This design comes from an exercise in tuning for small area on the open sky130 flow, not from production work.
No functional check of the RTL was part of any run shown here.
Power is estimated from default activity; no workload was simulated.

==> flow/design.v (outline; a module is shown in full before it is edited, if it fits) <==
// module two_stage_combined_functional_unit: 2550 lines
// module tia_cpa: 412 lines
// module tia_fa: 4 lines
// module tia_ha: 4 lines
// module tia_bsel: 4 lines
module two_stage_combined_functional_unit
    (input logic clock,  
     input logic reset,  
     input logic enable,  
     input logic [5:0] op,  
     input logic [31:0] operand_0,
     input logic [31:0] operand_1,
     input logic [31:0] operand_2,
     output logic [31:0] result);
  // ...
==> flow/flow/run.sh <==
#!/bin/bash
# Standard ORFS layout (the standard.sh), with one change in synthesis: the
# modules named in flow/area_modules.txt (Booth selector cell, final adder, ...) are
# technology-mapped by ABC with an area-oriented script (strash; dch; map -a) before
# the standard ABC call maps the rest. Each step's output goes to its own log file.
set -euo pipefail
W=$(pwd)
rm -rf "$W/myscripts"
cp -r "$FLOW_HOME/scripts" "$W/myscripts"
printf 'strash\ndch\nmap -a\n' > "$W/myscripts/abc_map_a.script"
python3 - "$W/myscripts/synth.tcl" > "$W/patch.log" 2>&1 <<'PY'
import sys
p = sys.argv[1]
s = open(p).read()
old = "  log_cmd abc {*}$abc_args\n"
assert s.count(old) == 1
new = """  if { [info exists ::env(AREA_MAP_MODULES)] } {
    set area_args [lreplace $abc_args 1 1 $::env(SCRIPTS_DIR)/abc_map_a.script]
    foreach m $::env(AREA_MAP_MODULES) {
      log_cmd abc {*}$area_args $m
    }
  }
  log_cmd abc {*}$abc_args
"""
open(p, "w").write(s.replace(old, new))
print("patched", p)
PY
export AREA_MAP_MODULES="$(cat "$W/flow/area_modules.txt")"
bash standard.sh SCRIPTS_DIR="$W/myscripts" synth > "$W/synth.log" 2>&1
bash standard.sh finish > "$W/layout.log" 2>&1
==> flow/flow/area_modules.txt <==
tia_bsel tia_cpa
==> flow/standard.sh <==
#!/bin/bash
# synth_recipe.tcl (not shown) runs the flow's synth.tcl, then flattens the netlist and writes it again
# the make line also repeats each setting of config.mk as NAME=value (left out here)
make -C /OpenROAD-flow-scripts/flow DESIGN_CONFIG=/design/flow/config.mk WORK_HOME=/design/flow/orfs CLKGATE_MAP_FILE= SYNTH_SCRIPT=/design/flow/synth_recipe.tcl "${@:-finish}"
==> flow/config.mk <==
export PLATFORM = sky130hd
export DESIGN_NAME = two_stage_combined_functional_unit
export DESIGN_NICKNAME = two_stage_combined_functional_unit
export VERILOG_FILES = /design/flow/design.v
export SDC_FILE = /design/flow/constraint.sdc
export NUM_CORES = 4
export LEC_CHECK = 0
export ABC_AREA = 1
export CAP_MARGIN = 20
export CORE_MARGIN = 2
export CORE_UTILIZATION = 50
export PLACE_DENSITY = 0.6
export SLEW_MARGIN = 20
export SYNTH_HIERARCHICAL = 1
export SYNTH_MINIMUM_KEEP_SIZE = 0
==> flow/constraint.sdc <==
create_clock -name core_clock -period 13.0 [get_ports {clock}]
set_input_delay 2.6000 -clock core_clock [delete_from_list [all_inputs] [get_ports {clock}]]
set_output_delay 2.6000 -clock core_clock [all_outputs]
set_load 0.01 [all_outputs]
==> flow_metrics.py, run 1 <==
metrics = {
    "detailed_routing": {
        "m1WireLength_um": 55100,
        "top_signal_layer_used": "met5",
        "route.detailed.drc": 0,
        "detail_route.wl_per_cell_um": 34.2,
        "detail-route-antenna-nets": 0,
        "drt_first_pass_iters": 7,
        "num_vias": 32256,
    },
    "placement": {
        "hpwl_um": 119000,
        "postPlaceCellArea_um2": 34300,
        "place_ws_ps": 662,
        "finalWeightedCongestion": 1.09,
    },
    "critical_path": {
        "critPathMaxFanout": 12,
        "critPathKind": "primary input to flip-flop",
        "setup.worst_path.start": "op[1]",
        "worst-path-stages": 38,
        "worstPathRequired_ps": 13140,
    },
    "grt": {
        "gr_met1_demand_resource_pct": 63.1,
        "most_crowded_layer_after_global_routing": "met2",
        "first_global_vias": 32748,
        "met2_usage_pct": 71.5,
    },
    "cells_and_area": {
        "nNonClkBuffers": 348,
        "antenna-diode-count": 2,
        "most-common-layout-cells": "561 x xnor2_1, 532 x fa_1, 529 x a22oi_1, 478 x nand2_1, 209 x inv_1",
        "share_of_cell_area_taken_by_multi_input_logic_gates_pct": 82.1,
        "final-seq-area_um2": 641,
    },
    "pwr": {
        "switching_power_uw": 1940,
        "proportion_of_power_drawn_by_combinational_gates_pct": 92.0,
        "power_top_consumer": "combinational logic",
        "leakage_uw": 0.0140,
    },
    "clock_tree": {
        "worst_skew_pair.late_latency_ps": 270,
    },
    "sta": {
        "hold_slack_ps": 526,
        "final-setup-viol-count": 0,
        "tightest_slew_ps": 1160,
    },
    "floorplanning": {
        "tap_cells": 773,
        "dieHeight_um": 249,
    },
    "yosys": {
        "synthDominantAreaCellType": "fa_1",
        "synth.distinct_cells": 52,
        "share_of_synthesized_cell_area_in_and_or_nand_and_nor_gates_pct": 14.0,
        "synth_cells": 3500,
    },
    "hold_path": {
        "hold_path_class": "flip-flop to flip-flop",
        "min-delay-start": "result[0]",
    },
    "run_status": {
        "run_status": "finished clean",
    },
}
==> inputs of run 2 (changes only) <==
==> flow/flow/area_modules.txt (replaced) <==
tia_bsel tia_cpa two_stage_combined_functional_unit
==> run 2 against run 1 <==
First-iteration DRC count decreased by 13%. Area after synthesis decreased by 4.8%. Setup slack got worse by 160 ps. Critical path depth decreased by 1. Sequential share of layout area increased by 0.051 points. Critical path type unchanged.
==> flow_metrics.py, run 2 <==
metrics = {
    "grt": {
        "grt_max_degree": 43,
        "grt_antenna_before_repair": 9,
        "globalRouteTotalUtil_pct": 49.5,
        "first_global_vias": 30855,
        "globalRouteOverflowTotal": 0,
        "grt_first_pass_wirelength_um": 213000,
    },
    "detailed_routing": {
        "drt_wl_total_um": 147000,
        "dr.first_iter.drc_count": 4702,
        "detail_route.wl_per_cell_um": 34.3,
        "post_drt_via_cell_ratio": 7.04,
        "drt_first_pass_iters": 7,
        "detail-route-antenna-nets": 0,
        "num_vias": 30163,
        "route.detailed.drc": 0,
    },
    "clock_tree": {
        "post_cts_buffers": 0,
        "numClockSinks": 32,
        "clock_pin_transition_on_the_worst_setup_and_hold_timing_paths_ps": 70,
        "worst_skew_pair.late_latency_ps": 310,
        "clock_tree.buffer_depth": 2,
        "cts_tree": "done",
        "ctsHtreeMaxLevel": 2,
        "cts_buffers": 5,
        "clk_root_buffer_cell": "clkbuf_16",
    },
    "pwr": {
        "power-per-cell-area_nw_per_um2": 96.7,
        "vdd_ir_drop_max_uv": 128,
        "leakage_uw": 0.0128,
    },
    "critical_path": {
        "critPathSlowestCell": "nand2_1",
        "endpoint_kind": "flip-flop",
        "worst-r2r-setup-slack_ps": 12070,
        "critPathTopFamily": "adder cells",
        "arrival_ps": 12790,
        "critPathKind": "primary input to flip-flop",
        "timing.critical_path.from_type": "primary input",
        "critPathBufInv": 7,
        "cp_common_cell": "fa_1",
        "worstPathRequired_ps": 13180,
        "critPathMaxFanout": 27,
        "critical-path-max-stage-delay_ps": 620,
    },
    "sta": {
        "final-setup-viol-count": 0,
        "min_period_ps": 12610,
        "grt_setup_unrepaired": "no",
        "timing_hold_violations_final": 0,
        "slew_viol_final": 0,
        "hold_slack_ps": 526,
        "tightest_slew_ps": 1180,
        "finalCritPeriodShare_pct": 97.0,
        "setup-tns-final_ps": 0,
        "max_slew_margin_pct": 21.1,
        "fmax_mhz": 79.3,
        "fin_worst_skew_ps": 0,
    },
    "yosys": {
        "most_numerous_cell_types_in_the_synthesized_netlist": "576 x a22oi_1, 562 x xnor2_1, 532 x fa_1",
        "yosysSeqAreaShare_pct": 2.25,
        "synth_cells": 3129,
        "synthDominantAreaCellType": "fa_1",
        "avgSynthCellArea_um2": 9.09,
        "post_synth_mux_area_share_pct": 0.844,
        "share_of_synthesized_cell_area_in_and_or_nand_and_nor_gates_pct": 8.97,
        "yosys.area.top_type_share_pct": 37.4,
        "synth_compound_area_share_pct": 23.3,
        "most_used_standard_cell_by_instance_count_after_synthesis": "a22oi_1",
        "synth_top_family_by_area": "adder cells",
        "async_reset_ff_share_pct": 0,
        "yosysWarnings": 7,
        "synthXorXnorAreaFrac_pct": 17.9,
        "ys_seq_elements": 32,
        "synth.distinct_cells": 38,
        "synth-adder-area-share_pct": 43.5,
        "synth.top_cells.by_area": "fa_1 37%, xnor2_1 17%, a22oi_1 15%",
        "dominantRegCellSynth": "dfxtp_1",
        "synth_enable_flop_cells": 0,
        "syn_area_um2": 28500,
    },
    "floorplanning": {
        "dieHeight_um": 243,
        "die_x_um": 243,
        "initial_core_util_pct": 50.6,
        "ios": 137,
        "die_outline_area_um2": 58800,
        "rows": 87,
        "core_area_um2": 56300,
    },
    "cells_and_area": {
        "most-common-layout-cells": "576 x a22oi_1, 562 x xnor2_1, 532 x fa_1, 248 x nand2_1, 240 x clkinv_1",
        "mostFrequentLayoutCell": "a22oi_1",
        "filler_cell_count": 5005,
        "synthToLayoutAreaGrowth_pct": 17.9,
        "drive_gt1_share_pct": 9.16,
        "layout_top_registers": "result (32)",
        "nNetsFinal": 4301,
        "largest-register": "result",
        "largest_reg_flops": 32,
    },
    "run_status": {
        "run_status": "finished clean",
    },
    "run": {
        "timing.max_cap.violations": 0,
    },
    "hold_path": {
        "hold_path_class": "flip-flop to flip-flop",
    },
    "placement": {
        "finalWeightedCongestion": 1.09,
        "hpwl_um": 112000,
        "numPortBuffers": 136,
    },
}
## run 2: Yosys stat by module (local to each module, per instance)
| module | cells inside | cell area (um2) | times used | flops+latches |
|---|---|---|---|---|
| two_stage_combined_functional_unit | 1209 | 6670 | 1 | 32 |
| tia_cpa | 316 | 2590 | 1 | 0 |
| tia_fa | 1 | 20.0 | 500 | 0 |
| tia_bsel | 2 | 16.3 | 528 | 0 |
| tia_ha | 1 | 12.5 | 48 | 0 |
## run 2: tightest hold or removal path: stages, from the launching register on
cell and delay, ps:
dfxtp_1 320, o21ai_0 70, a21oi_1 100
## run 2: final timing paths
| kind | start | to | cells after the start |
|---|---|---|---|
| worst max-delay path | op[5] | result[29] | 37 |
| worst min-delay path | result[5] | result[5] | 2 |
| worst min register to register | result[5] | result[5] | 2 |
| worst max register to register | result[29] | result[29] | 2 |
## run 2: what timing repair did
item	4_1_cts	5_1_grt
hold buffers	0	0
setup endpoints to repair	0	5
gates resized for setup	0	5
## run 2: cell families after synthesis
group	Yosys count
AOI/OAI and AO/OA	964
xor gates and xnor gates	581
adders and majority gates	671
buffers and inverters	240
DFF	32
muxes	24
other	1
and+or+nand+nor	616
## run 2: where the power goes
group          total (uW)  leakage [uW]  internal, uW  switching (uW)
Combinational        2970        0.0124          1070            1910
Clock                 153     0.0000809          90.7            62.6
Sequential            117      0.000264           108            9.12
## run 2: cell type report
class | instances | area [um2] | share of cell area (%)
flip-flops and latches | 32 | 641 | 1.91
multi-input cells | 2861 | 27300 | 81.4
diodes | 3 | 7.51 | 0.0224
inverters | 240 | 901 | 2.69
clock inverters | 2 | 35.0 | 0.104
well taps | 756 | 946 | 2.82
repair buffers | 385 | 3590 | 10.7
clock buffers | 6 | 129 | 0.384
## run 2: layer usage
layer | GRT usage (%) | part of all wire (%) | up-vias
met2 | 73.3 | 42 | 2621
met1 | 61.5 | 35 | 14795
met4 | 32.4 | 8.6 | 6
met5 | 0 | 0.023 | -
met3 | 16.8 | 14 | 674
li1 | - | - | 12067
## run 2: stage by stage
step                power [uW]  cells  worst slack, ps  area, um2  util, %
detailed placement        2920   4273             95.9      33300     59.2
global route              3330   4283             75.6      33500     59.6
floorplan                 1540   3133              421      28500        -
CTS                       3080   4281              411      33500     59.5
global placement          2850   4271              237      33300     59.2
finish                    3240   4285              390      33500     59.6
==> inputs of run 3 (changes only) <==
--- a/flow/flow/run.sh
+++ b/flow/flow/run.sh
@@ -27,4 +27,4 @@
 PY
 export AREA_MAP_MODULES="$(cat "$W/flow/area_modules.txt")"
 bash standard.sh SCRIPTS_DIR="$W/myscripts" synth > "$W/synth.log" 2>&1
-bash standard.sh finish > "$W/layout.log" 2>&1
+bash standard.sh "BUFFER_PORTS_ARGS=-buffer_cell sky130_fd_sc_hd__buf_1" finish > "$W/layout.log" 2>&1
--- a/flow/config.mk
+++ b/flow/config.mk
@@ -6,10 +6,10 @@
 export NUM_CORES = 4
 export LEC_CHECK = 0
 export ABC_AREA = 1
-export CAP_MARGIN = 20
+export CAP_MARGIN = 5
 export CORE_MARGIN = 2
 export CORE_UTILIZATION = 50
 export PLACE_DENSITY = 0.6
-export SLEW_MARGIN = 20
+export SLEW_MARGIN = 5
 export SYNTH_HIERARCHICAL = 1
 export SYNTH_MINIMUM_KEEP_SIZE = 0
==> run 3 against run 2 <==
Die area is the same. Combinational power about the same. Critical endpoint is now result[31]. Setup slack better by 470 ps. Still clean on timing, DRC and antenna. Total power shrank 0.13%. Core utilization decreased by 1.6 points. Worst hold slack barely moved. Clock skew is the same. Clock power barely moved. Sequential power is essentially flat.
==> flow_metrics.py, run 3 <==
metrics = {
    "floorplanning": {
        "rows": 87,
        "core_area_um2": 56300,
        "initial_core_util_pct": 50.6,
        "die_outline_area_um2": 58800,
        "ios": 137,
        "die_x_um": 243,
        "dieHeight_um": 243,
    },
    "sta": {
        "grt_setup_unrepaired": "no",
        "finalCritPeriodShare_pct": 93.4,
        "tightest_slew_ps": 1290,
        "setup-tns-final_ps": 0,
        "min_period_ps": 12140,
        "max_slew_margin_pct": 14.3,
        "fmax_mhz": 82.4,
        "fin_worst_skew_ps": 0,
        "slew_viol_final": 0,
        "timing_hold_violations_final": 0,
        "final-setup-viol-count": 0,
    },
    "detailed_routing": {
        "post_drt_via_cell_ratio": 7.03,
        "drt_first_pass_iters": 7,
        "detail-route-antenna-nets": 0,
        "drt_wl_total_um": 147000,
        "route.detailed.drc": 0,
        "dr.first_iter.drc_count": 4310,
        "num_vias": 30078,
        "detail_route.wl_per_cell_um": 34.3,
    },
    "critical_path": {
        "arrival_ps": 12330,
        "critPathBufInv": 11,
        "worstPathRequired_ps": 13190,
        "endpoint_kind": "flip-flop",
        "critPathSlowestCell": "o21ai_2",
        "critPathTopFamily": "adder cells",
        "cp_common_cell": "clkinv_1",
        "timing.critical_path.from_type": "primary input",
        "critical-path-max-stage-delay_ps": 670,
        "critPathMaxFanout": 16,
        "critPathKind": "primary input to flip-flop",
    },
    "clock_tree": {
        "cts_buffers": 5,
        "ctsHtreeMaxLevel": 2,
        "clock_pin_transition_on_the_worst_setup_and_hold_timing_paths_ps": 80,
        "ctsResizeCount": 0,
        "post_cts_buffers": 0,
        "cts_tree": "done",
        "clk_root_buffer_cell": "clkbuf_16",
        "worst_skew_pair.late_latency_ps": 290,
        "numClockSinks": 32,
        "cts-hold-fix-buffers": 0,
        "clock_tree.buffer_depth": 2,
    },
    "placement": {
        "finalWeightedCongestion": 1.08,
        "hpwl_um": 112000,
        "numPortBuffers": 136,
        "dp.cells": 4266,
    },
    "pwr": {
        "vdd_ir_drop_max_uv": 138,
        "leakage_uw": 0.0124,
        "power-per-cell-area_nw_per_um2": 99.2,
    },
    "cells_and_area": {
        "synthToLayoutAreaGrowth_pct": 14.8,
        "layout_top_registers": "result (32)",
        "most-common-layout-cells": "576 x a22oi_1, 562 x xnor2_1, 532 x fa_1, 248 x nand2_1, 240 x clkinv_1",
        "stdcell_count": 4281,
        "mostFrequentLayoutCell": "a22oi_1",
        "filler_cell_count": 5148,
        "largest-register": "result",
        "drive_gt1_share_pct": 8.87,
        "nNetsFinal": 4293,
        "largest_reg_flops": 32,
    },
    "grt": {
        "first_global_vias": 30644,
        "globalRouteOverflowTotal": 0,
        "grt_max_degree": 43,
        "grt_first_pass_wirelength_um": 212000,
        "globalRouteTotalUtil_pct": 49.5,
        "grt_antenna_before_repair": 5,
    },
    "yosys": {
        "avgSynthCellArea_um2": 9.09,
        "ys_seq_elements": 32,
        "dominantRegCellSynth": "dfxtp_1",
        "yosys.area.top_type_share_pct": 37.4,
        "synth.distinct_cells": 38,
        "synthDominantAreaCellType": "fa_1",
        "synth_enable_flop_cells": 0,
        "yosysSeqAreaShare_pct": 2.25,
        "synth_cells": 3129,
        "async_reset_ff_share_pct": 0,
        "most_used_standard_cell_by_instance_count_after_synthesis": "a22oi_1",
        "syn_area_um2": 28500,
        "synth.top_cells.by_area": "fa_1 37%, xnor2_1 17%, a22oi_1 15%",
        "yosysWarnings": 7,
        "most_numerous_cell_types_in_the_synthesized_netlist": "576 x a22oi_1, 562 x xnor2_1, 532 x fa_1",
    },
    "hold_path": {
        "hold_path_class": "flip-flop to flip-flop",
    },
    "run_status": {
        "run_status": "finished clean",
    },
    "run": {
        "timing.max_cap.violations": 0,
    },
}
## run 3: cell counts after synthesis
No cell type changed its count.
## run 3: worst paths after layout
kind / slack, ps / start / to / depth (start not counted)
worst min-delay path: 530 / result[22] / result[22] / 2
worst max-delay path: 860 / op[2] / result[31] / 41
worst min register to register: 530 / result[22] / result[22] / 2
worst max register to register: 12160 / result[30] / result[30] / 2
## run 3: final cells by class
cell class | instances | area [um2] | area share (%)
well taps | 756 | 946 | 2.90
clock buffers | 6 | 129 | 0.395
repair buffers | 377 | 2700 | 8.25
flip-flops and latches | 32 | 641 | 1.96
clock inverters | 2 | 35.0 | 0.107
multi-input cells | 2861 | 27300 | 83.6
diodes | 7 | 17.5 | 0.0536
inverters | 240 | 901 | 2.76
## run 3: worst reg2reg max path: cells and delay by family (launching register included)
kind            cells  cell delay, ps
compound gates      2             300
flops               1             480
## run 3: where the power goes
part / switching [uW] / internal [uW]
registers: 8.17 / 108
clock network: 60.1 / 90.6
logic: 1940 / 1040
total: 2010 / 1230
## run 3: per-layer routing
layer  track usage [%]  up-vias  share of wire (%)
li1                  -    12057                  -
met4              34.7        2                8.7
met5                 0        -             0.0089
met3              16.2      606                 14
met1              61.3    14884                 35
met2              72.8     2529                 42
## run 3: metrics by stage
stage               instance area (um2)  worst slack [ps]  hold WS, ps  util, %  power [uW]
global placement                  32500               889          508     57.7        2880
CTS                               32600              1010          530     58.0        3090
floorplan                         28500               421          554        -        1540
finish                            32700               857          526     58.0        3240
detailed placement                32500               709          513     57.7        2930
global route                      32600               405          559     58.0        3360
## run 3: modules after synthesis, one instance, submodules excluded
module,copies in the design,cell area (um2),flip-flops and latches
two_stage_combined_functional_unit,1,6670,32
tia_cpa,1,2590,0
tia_fa,500,20.0,0
tia_bsel,528,16.3,0
tia_ha,48,12.5,0
## run 3: cell families after synthesis
group | share of synthesized area [%]
and+or+nand+nor | 8.97
DFF | 2.25
buffers and inverters | 3.17
AOI/OAI and AO/OA | 23.3
other | 0.0132
xor gates and xnor gates | 17.9
adders and majority gates | 43.5
muxes | 0.844
==> inputs of run 4 (changes only) <==
--- a/flow/config.mk
+++ b/flow/config.mk
@@ -8,8 +8,8 @@
 export ABC_AREA = 1
 export CAP_MARGIN = 5
 export CORE_MARGIN = 2
-export CORE_UTILIZATION = 50
-export PLACE_DENSITY = 0.6
+export CORE_UTILIZATION = 65
+export PLACE_DENSITY = 0.75
 export SLEW_MARGIN = 5
 export SYNTH_HIERARCHICAL = 1
 export SYNTH_MINIMUM_KEEP_SIZE = 0
==> run 4 against run 3 <==
Register-to-register slack hardly changed. Final area is 2.8% lower. Area after synthesis stayed put. Non-clock buffer count is 67 lower. Sequential share of layout area is 0.056 points higher. Largest power group unchanged. Clock power is 14% lower. Critical path type unchanged.
==> flow_metrics.py, run 4 <==
metrics = {
    "sta": {
        "fmax_mhz": 81.5,
        "tightest_slew_ps": 1220,
        "fin_worst_skew_ps": 0,
        "slew_viol_final": 0,
        "timing_hold_violations_final": 0,
        "final-setup-viol-count": 0,
        "setup-tns-final_ps": 0,
        "min_period_ps": 12270,
        "finalCritPeriodShare_pct": 94.4,
        "max_slew_margin_pct": 18.5,
        "grt_setup_unrepaired": "no",
    },
    "floorplanning": {
        "ios": 137,
        "dieHeight_um": 213,
        "rows": 76,
        "core_area_um2": 43200,
        "die_outline_area_um2": 45500,
        "die_x_um": 213,
        "initial_core_util_pct": 65.9,
    },
    "critical_path": {
        "endpoint_kind": "flip-flop",
        "critical-path-max-stage-delay_ps": 640,
        "critPathBufInv": 9,
        "critPathSlowestCell": "fa_1",
        "timing.critical_path.from_type": "primary input",
        "crit-reg2reg-launch": "result[4]",
        "arrival_ps": 12440,
        "setup.worst_path.start": "op[2]",
        "critPathTopFamily": "adder cells",
        "cp_common_cell": "fa_1",
        "critPathKind": "primary input to flip-flop",
        "critPathMaxFanout": 21,
        "worstPathRequired_ps": 13180,
    },
    "grt": {
        "grt_first_pass_wirelength_um": 207000,
        "grt_max_degree": 43,
        "grt_antenna_before_repair": 7,
        "globalRouteTotalUtil_pct": 63.3,
        "first_global_vias": 32941,
        "globalRouteOverflowTotal": 0,
    },
    "clock_tree": {
        "cts-hold-fix-buffers": 0,
        "clock_pin_transition_on_the_worst_setup_and_hold_timing_paths_ps": 70,
        "worst_skew_pair.late_latency_ps": 290,
        "ctsResizeCount": 0,
        "clock_tree.buffer_depth": 2,
        "cts_tree": "done",
        "cts_buffers": 5,
        "clk_root_buffer_cell": "clkbuf_16",
        "numClockSinks": 32,
        "post_cts_buffers": 0,
        "ctsHtreeMaxLevel": 2,
    },
    "yosys": {
        "yosys.area.top_type_share_pct": 37.4,
        "synth.distinct_cells": 38,
        "ys_seq_elements": 32,
        "avgSynthCellArea_um2": 9.09,
        "synth.top_cells.by_area": "fa_1 37%, xnor2_1 17%, a22oi_1 15%",
        "synthDominantAreaCellType": "fa_1",
        "syn_area_um2": 28500,
        "yosysWarnings": 7,
        "synth_enable_flop_cells": 0,
        "most_used_standard_cell_by_instance_count_after_synthesis": "a22oi_1",
        "most_numerous_cell_types_in_the_synthesized_netlist": "576 x a22oi_1, 562 x xnor2_1, 532 x fa_1",
        "yosysSeqAreaShare_pct": 2.25,
        "async_reset_ff_share_pct": 0,
        "dominantRegCellSynth": "dfxtp_1",
        "synth_cells": 3129,
    },
    "detailed_routing": {
        "dr.first_iter.drc_count": 6804,
        "route.detailed.drc": 0,
        "detail-route-antenna-nets": 0,
        "detail_route.wl_per_cell_um": 35.6,
        "num_vias": 32287,
        "drt_wl_total_um": 144000,
        "post_drt_via_cell_ratio": 7.99,
        "drt_first_pass_iters": 22,
    },
    "cells_and_area": {
        "drive_gt1_share_pct": 7.10,
        "largest_reg_flops": 32,
        "nNetsFinal": 4226,
        "filler_cell_count": 3158,
        "final_util_pct": 73.5,
        "layout_top_registers": "result (32)",
        "mostFrequentLayoutCell": "a22oi_1",
        "most-common-layout-cells": "576 x a22oi_1, 562 x xnor2_1, 532 x fa_1, 248 x nand2_1, 240 x clkinv_1",
        "largest-register": "result",
        "synthToLayoutAreaGrowth_pct": 11.6,
    },
    "placement": {
        "numPortBuffers": 136,
        "finalWeightedCongestion": 1.23,
        "hpwl_um": 104000,
    },
    "pwr": {
        "power.clock.fraction_pct": 4.5,
        "proportion_of_power_drawn_by_combinational_gates_pct": 91.3,
        "switching_power_uw": 1820,
        "power.total_uw": 2870,
        "vdd_ir_drop_max_uv": 121,
        "p_seq_share_pct": 4.1,
        "leakage_uw": 0.0120,
        "switching_share_pct": 63.3,
        "internal_power_consumption_uw": 1050,
        "power-per-cell-area_nw_per_um2": 90.3,
    },
    "run_status": {
        "run_status": "finished clean",
    },
    "run": {
        "timing.max_cap.violations": 0,
    },
    "hold_path": {
        "min-delay-start": "result[20]",
        "hold_path_class": "flip-flop to flip-flop",
    },
}
[run 4: layer usage]
layer	part of all wire, %	GRT usage, %	up-vias
met1	30	71.3	14959
met5	0.17	4.56	-
met3	20	37.4	1498
met4	12	52.1	12
li1	-	-	11929
met2	38	85.1	3889
[run 4: stage by stage]
step / cells / hold slack, ps / instance area (um2) / setup slack (ps)
after floorplan: 3133 / 554 / 28500 / 421
after global placement: 4027 / 511 / 31600 / 1000
after detailed placement: 4027 / 518 / 31600 / 795
after CTS: 4035 / 537 / 31700 / 1100
after global routing: 4036 / 576 / 31700 / 329
final: 4043 / 544 / 31800 / 732
[run 4: per-module statistics from Yosys (local to each module, per instance)]
module / times used / cell area, um2 / cells
tia_bsel: 528 / 16.3 / 2
tia_cpa: 1 / 2590 / 316
tia_fa: 500 / 20.0 / 1
tia_ha: 48 / 12.5 / 1
two_stage_combined_functional_unit: 1 / 6670 / 1209
[run 4: worst paths after layout]
path                                    to  slack, ps  cells past startpoint
worst min-delay path            result[20]        540                      2
worst min register to register  result[20]        540                      2
worst max register to register   result[4]      12160                      2
worst max-delay path            result[31]        730                     41
[run 4: cell type report]
type | instances | area (um2) | share of cell area (%)
multi-input cells | 2861 | 27200 | 85.7
repair buffers | 310 | 2090 | 6.59
inverters | 240 | 901 | 2.84
well taps | 585 | 732 | 2.31
flip-flops and latches | 32 | 641 | 2.02
clock buffers | 5 | 125 | 0.394
clock inverters | 3 | 23.8 | 0.0749
diodes | 7 | 17.5 | 0.0552
[run 4: logic make-up (layout without fill, tap and decap cells)]
kind of cell | Yosys count | count (layout) | share of synthesized area, %
AND/OR/NAND/NOR | 616 | 616 | 8.97
multiplexers | 24 | 24 | 0.844
buffers and inverters | 240 | 558 | 3.17
adder cells (fa/ha/maj) | 671 | 671 | 43.5
flip-flops | 32 | 32 | 2.25
AO/OA/AOI/OAI | 964 | 964 | 23.3
XOR/XNOR | 581 | 581 | 17.9
other | 1 | 12 | 0.0132
[run 4: worst reg2reg max path, delay by kind of cell (launching register included)]
| family | cells | cell delay, ps |
|---|---|---|
| flops | 1 | 490 |
| compound gates | 2 | 290 |
[run 4: power groups by stage]
| stage | Sequential [uW] | Clock (uW) | Combinational, uW |
|---|---|---|---|
| after floorplan | 120 | 0 | 1430 |
| after global placement | 119 | 0 | 2290 |
| after detailed placement | 119 | 0 | 2390 |
| after CTS | 117 | 125 | 2400 |
| after global routing | 119 | 129 | 2660 |
| final | 119 | 130 | 2620 |

[port drivers added, routing unchanged]
No port has a modelled driver above. Below, the same layouts with a new extraction and two added sets of constraints.
Step 1: set_driving_cell puts a clkbuf_16 on clock and a buf_2 on each other input, an assumption about the parent block.
Step 2 times the ports against the registers' clock, not the clock port: input delays grow and output delays shrink by t, the midpoint of the rising clock arrivals with the driver on.
a / b / c = ideal / step 1 / step 2; a / b = the first two.
run	shift t [ns]	setup slack, ns	slew at the worst register clock pin (ns)
run 1	0.312	0.549 / 0.559 / 0.247	0.06 / 0.06
run 2	0.356	0.390 / 0.411 / 0.055	0.07 / 0.07
run 3	0.353	0.857 / 0.887 / 0.534	0.08 / 0.08
run 4	0.346	0.732 / 0.759 / 0.413	0.07 / 0.07
After both steps every run listed still meets setup and hold. For run 2, which loses most, drivers alone change the setup slack by +0.021 ns; drivers and shift together by -0.335 ns.
